This design comes from an exercise in tuning for small area, a short achievable clock period and few clock cycles on the open sky130 flow, not from production work. RTL that was checked went through simulation tests only; none was proved equivalent to the original. The flow treats the clock pin as an ideal source, which a real chip does not have. Power is estimated from default activity; no workload was simulated.

## AL
==> flow/design.v <==
module median_fliter(
  input                  clk,
  input                  rst,
  input               enable,
  input  [7:0]     RAM_IMG_Q,
  input  [7:0]     RAM_OUT_Q,
  output          RAM_IMG_OE,
  output          RAM_IMG_WE,
  output [15:0]    RAM_IMG_A,
  output [7:0]     RAM_IMG_D,
  output          RAM_OUT_OE,
  output          RAM_OUT_WE,
  output [15:0]    RAM_OUT_A,
  output [7:0]     RAM_OUT_D,
  output                done
);
  localparam LK = 3;             
  localparam K  = 1 << LK;       
  localparam L  = K + 2;         
  localparam [3:0] RI_LAST = L - 1;
  reg        go;         
  reg        running;    
  reg        oe;         
  reg        first;      
  reg        flush;      
  reg  [7:0] rrow;       
  reg  [7:0] rcol;       
  reg  [3:0] ri;         
  reg        ri_last;    
  reg        done_reg;
  reg  [4:0] vp;         
  wire row_pad  = ((ri == 4'd0) & (rrow == 8'd255)) | (ri_last & (rrow == 8'd0));
  always @(posedge clk, posedge rst) begin
    if (rst) begin
      go      <= 1'b0;
      running <= 1'b0;
      oe      <= 1'b0;
    end else begin
      go <= enable & ~running & ~go;
      if (go) begin
        running <= 1'b1;
        oe      <= 1'b1;
      end else if (ri_last) begin
        if (rcol == 8'd255 && rrow == 8'd0) oe <= 1'b0;    
        if (flush) running <= 1'b0;
      end
    end
  end
  always @(posedge clk) begin
    if (go) begin
      first <= 1'b1;
      flush <= 1'b0;
      rrow  <= 8'd255;
      rcol  <= 8'd0;
      ri      <= 4'd0;
      ri_last <= 1'b0;
    end else if (!ri_last) begin
      ri      <= ri + 4'd1;
      ri_last <= (ri == RI_LAST - 4'd1);
      rrow <= rrow + 8'd1;
    end else begin
      ri      <= 4'd0;
      ri_last <= 1'b0;
      first   <= 1'b0;
      rcol  <= rcol + 8'd1;
      if (rcol == 8'd255) begin
        rrow <= rrow - 8'd1;
        if (rrow == 8'd0) flush <= 1'b1;
      end else begin
        rrow <= rrow - RI_LAST;
      end
    end
  end
  wire v0  = running & ~first & (ri >= 4'd2);   
  wire mn0 = (rcol == 8'd0);                    
  reg       pad1;
  reg [1:0] mn;
  always @(posedge clk, posedge rst) begin
    if (rst) vp <= 5'd0;
    else     vp <= {vp[3:0], v0};
  end
  always @(posedge clk) begin
    pad1 <= row_pad;
    mn   <= {mn[0], mn0};
  end
  reg [7:0] din;
  reg [7:0] dl [1:2*L];
  integer k;
  always @(posedge clk) begin
    din     <= RAM_IMG_Q & {8{~pad1}};
    dl[1]   <= din;
    for (k = 2; k <= 2*L; k = k + 1) dl[k] <= dl[k-1];
    dl[L+1] <= dl[L] & {8{~mn[1]}};
  end
  wire [7:0] ta = dl[2*L];                  
  wire [7:0] tb = dl[L];                    
  wire [7:0] tc = din & {8{~mn[1]}};        
  function gt8(input [7:0] a, input [7:0] b);
    reg [7:0] g, p;
    reg [3:0] g1, p1;
    reg [1:0] g2, p2;
    integer i;
    begin
      g = a & ~b;
      p = a | ~b;
      for (i = 0; i < 4; i = i + 1) begin
        g1[i] = g[2*i+1] | (p[2*i+1] & g[2*i]);
        p1[i] = p[2*i+1] & p[2*i];
      end
      for (i = 0; i < 2; i = i + 1) begin
        g2[i] = g1[2*i+1] | (p1[2*i+1] & g1[2*i]);
        p2[i] = p1[2*i+1] & p1[2*i];
      end
      gt8 = g2[1] | (p2[1] & g2[0]);
    end
  endfunction
  function [7:0] max3(input [7:0] a, input [7:0] b, input [7:0] c);
    reg x, y, z;
    begin
      x = gt8(a, b);
      y = gt8(b, c);
      z = gt8(a, c);
      max3 = (x & z) ? a : (~x & y) ? b : c;
    end
  endfunction
  function [7:0] min3(input [7:0] a, input [7:0] b, input [7:0] c);
    reg x, y, z;
    begin
      x = gt8(a, b);
      y = gt8(b, c);
      z = gt8(a, c);
      min3 = (~x & ~z) ? a : (x & ~y) ? b : c;
    end
  endfunction
  function [7:0] med3(input [7:0] a, input [7:0] b, input [7:0] c);
    reg x, y, z;
    begin
      x = gt8(a, b);
      y = gt8(b, c);
      z = gt8(a, c);
      med3 = (x ^ z) ? a : (x ^ y) ? c : b;
    end
  endfunction
  reg [7:0] lo0, md0, hi0, lo1, md1, hi1, md2, lo12, hi12;
  always @(posedge clk) begin
    lo0  <= min3(ta, tb, tc);
    md0  <= med3(ta, tb, tc);
    hi0  <= max3(ta, tb, tc);
    lo1  <= lo0;  md1 <= md0;  hi1 <= hi0;
    md2  <= md1;
    lo12 <= gt8(lo0, lo1) ? lo0 : lo1;
    hi12 <= gt8(hi0, hi1) ? hi1 : hi0;
  end
  reg [7:0] mxlo, mdmd, mnhi, dout;
  always @(posedge clk) begin
    mxlo <= gt8(lo12, lo0) ? lo12 : lo0;
    mdmd <= med3(md0, md1, md2);
    mnhi <= gt8(hi12, hi0) ? hi0 : hi12;
    dout <= med3(mxlo, mdmd, mnhi);
  end
  wire we = vp[4];
  reg [15:0] wa;      
  reg        wlast;   
  always @(posedge clk) begin
    if (go) begin
      wa    <= 16'hffff;
      wlast <= 1'b0;
    end else if (vp[3]) begin
      wa    <= wa + 16'd1;
      wlast <= (wa == 16'hfffe);
    end
  end
  always @(posedge clk, posedge rst) begin
    if (rst) done_reg <= 1'b0;
    else if (enable && !running) done_reg <= 1'b0;
    else if (we && wlast) done_reg <= 1'b1;
  end
  assign RAM_IMG_OE = oe;
  assign RAM_IMG_WE = 1'b0;
  assign RAM_IMG_A  = {rrow, rcol};
  assign RAM_IMG_D  = 8'd0;
  assign RAM_OUT_OE = 1'b0;
  assign RAM_OUT_WE = we;
  assign RAM_OUT_A  = {wa[15:8+LK], wa[LK-1:0], wa[7+LK:LK]};
  assign RAM_OUT_D  = dout;
  assign done       = done_reg;
endmodule
clock: 10.0 ns
lec_check: 0
cap_margin: 20
core_margin: 2
core_utilization: 65
place_density: 0.75
slew_margin: 20
standard.sh (not shown) runs the stock make flow with config.mk's settings and CLKGATE_MAP_FILE= SYNTH_SCRIPT=/design/flow/synth_recipe.tcl, a recipe that flattens the netlist after the stock synthesis.
==> flow/flow/run.sh <==
#!/bin/bash
# The standard layout (the standard.sh, standard synthesis) with: ports
# buffered by buf_4, clock tree sinks clustered by 30 without dummy loads, and
# after CTS the flip-flops that drive output ports given drive strength 2.
set -euo pipefail
bash standard.sh BUFFER_PORTS_ARGS="-buffer_cell sky130_fd_sc_hd__buf_4" \
  CTS_ARGS="-sink_clustering_enable -repair_clock_nets -sink_clustering_size 30 -sink_clustering_max_diameter 100 -dont_use_dummy_load -sink_clustering_levels 1" \
  SETUP_SLACK_MARGIN=6.95 POST_CTS_TCL="$PWD/flow/post_cts.tcl" finish > standard.log 2>&1
==> flow/flow/post_cts.tcl <==
# Give each flip-flop that drives an output port's buffer a stronger drive.
proc upsize_output_flops {strength} {
  set db [ord::get_db]
  set block [ord::get_db_block]
  set n 0
  foreach bt [$block getBTerms] {
    if {[$bt getIoType] != "OUTPUT"} { continue }
    set net [$bt getNet]
    if {$net == "NULL"} { continue }
    foreach it [$net getITerms] {
      if {![$it isOutputSignal]} { continue }
      set buf [$it getInst]
      foreach bit [$buf getITerms] {
        if {![$bit isInputSignal]} { continue }
        set bnet [$bit getNet]
        if {$bnet == "NULL"} { continue }
        foreach dit [$bnet getITerms] {
          if {![$dit isOutputSignal]} { continue }
          set inst [$dit getInst]
          set master [[$inst getMaster] getName]
          if {[regexp {^(sky130_fd_sc_hd__df\w+)_1$} $master -> base]} {
            set new [$db findMaster ${base}_$strength]
            if {$new != "NULL"} {
              $inst swapMaster $new
              incr n
            }
          }
        }
      }
    }
  }
  puts "upsize: $n output flip-flops to drive $strength"
}

upsize_output_flops 2
Testbench counts of AL, summed over its fixed seeds: cycles 327,748.
Relative to AL, the following input files were edited for MS:
--- a/flow/design.v
+++ b/flow/design.v
@@ -141,21 +141,25 @@
       med3 = (x ^ z) ? a : (x ^ y) ? c : b;
     end
   endfunction
   reg [7:0] lo0, md0, hi0, lo1, md1, hi1, md2, lo12, hi12;
+  reg       md12;    
+  wire      md01 = gt8(md0, md1);
+  wire      md02 = gt8(md0, md2);
   always @(posedge clk) begin
     lo0  <= min3(ta, tb, tc);
     md0  <= med3(ta, tb, tc);
     hi0  <= max3(ta, tb, tc);
     lo1  <= lo0;  md1 <= md0;  hi1 <= hi0;
     md2  <= md1;
+    md12 <= md01;
     lo12 <= gt8(lo0, lo1) ? lo0 : lo1;
     hi12 <= gt8(hi0, hi1) ? hi1 : hi0;
   end
   reg [7:0] mxlo, mdmd, mnhi, dout;
   always @(posedge clk) begin
     mxlo <= gt8(lo12, lo0) ? lo12 : lo0;
-    mdmd <= med3(md0, md1, md2);
+    mdmd <= (md01 ^ md02) ? md0 : (md01 ^ md12) ? md2 : md1;
     mnhi <= gt8(hi12, hi0) ? hi0 : hi12;
     dout <= med3(mxlo, mdmd, mnhi);
   end
   wire we = vp[4];
### Flow results
For buffering stage count on the worst path with inverters included, MS and AL come out practically identical. Min sequential-to-total area share from yosys stat across MS and AL: MS. In the reports for MS and AL, the larger post-layout worst setup margin belongs to AL. RAM_IMG_OE as the end point of the critical path was reported by AL, and done by MS. AL → MS: x dimension of the die saw an increase, total power of the final layout rose 4.6%, maximum achievable frequency lower, clock network latency to the later pin of the worst-skew pair up 20 ps.
For MS, only the layout was checked, not whether the RTL still works.

static timing again, ports no longer ideal:
Ports are ideal in the flow. The routed layouts listed here were re-timed in OpenROAD. Step 1: set_driving_cell puts a clkbuf_16 on clk and a buf_2 on each other input, an assumption about the parent block. Step 2 times the ports against the registers' clock, not the clock port: input delays grow and output delays shrink by t, the midpoint of the rising clock arrivals with the driver on. Slacks: no drivers / after step 1 / after step 2; pairs: no drivers / after step 1.
| run | t, ns | slack for setup (ns) | hold WS [ns] | worst setup path after step 2 | worst data-port slew with drivers (ns) |
|---|---|---|---|---|---|
| AL | 0.508 | 6.979 / 6.937 / 7.198 | 0.327 / 0.327 / 0.327 | register to register | 0.04 |
| MS | 0.524 | 6.958 / 6.917 / 7.075 | 0.308 / 0.308 / 0.308 | register to register | 0.04 |
After both steps setup and hold are still met in every run listed.
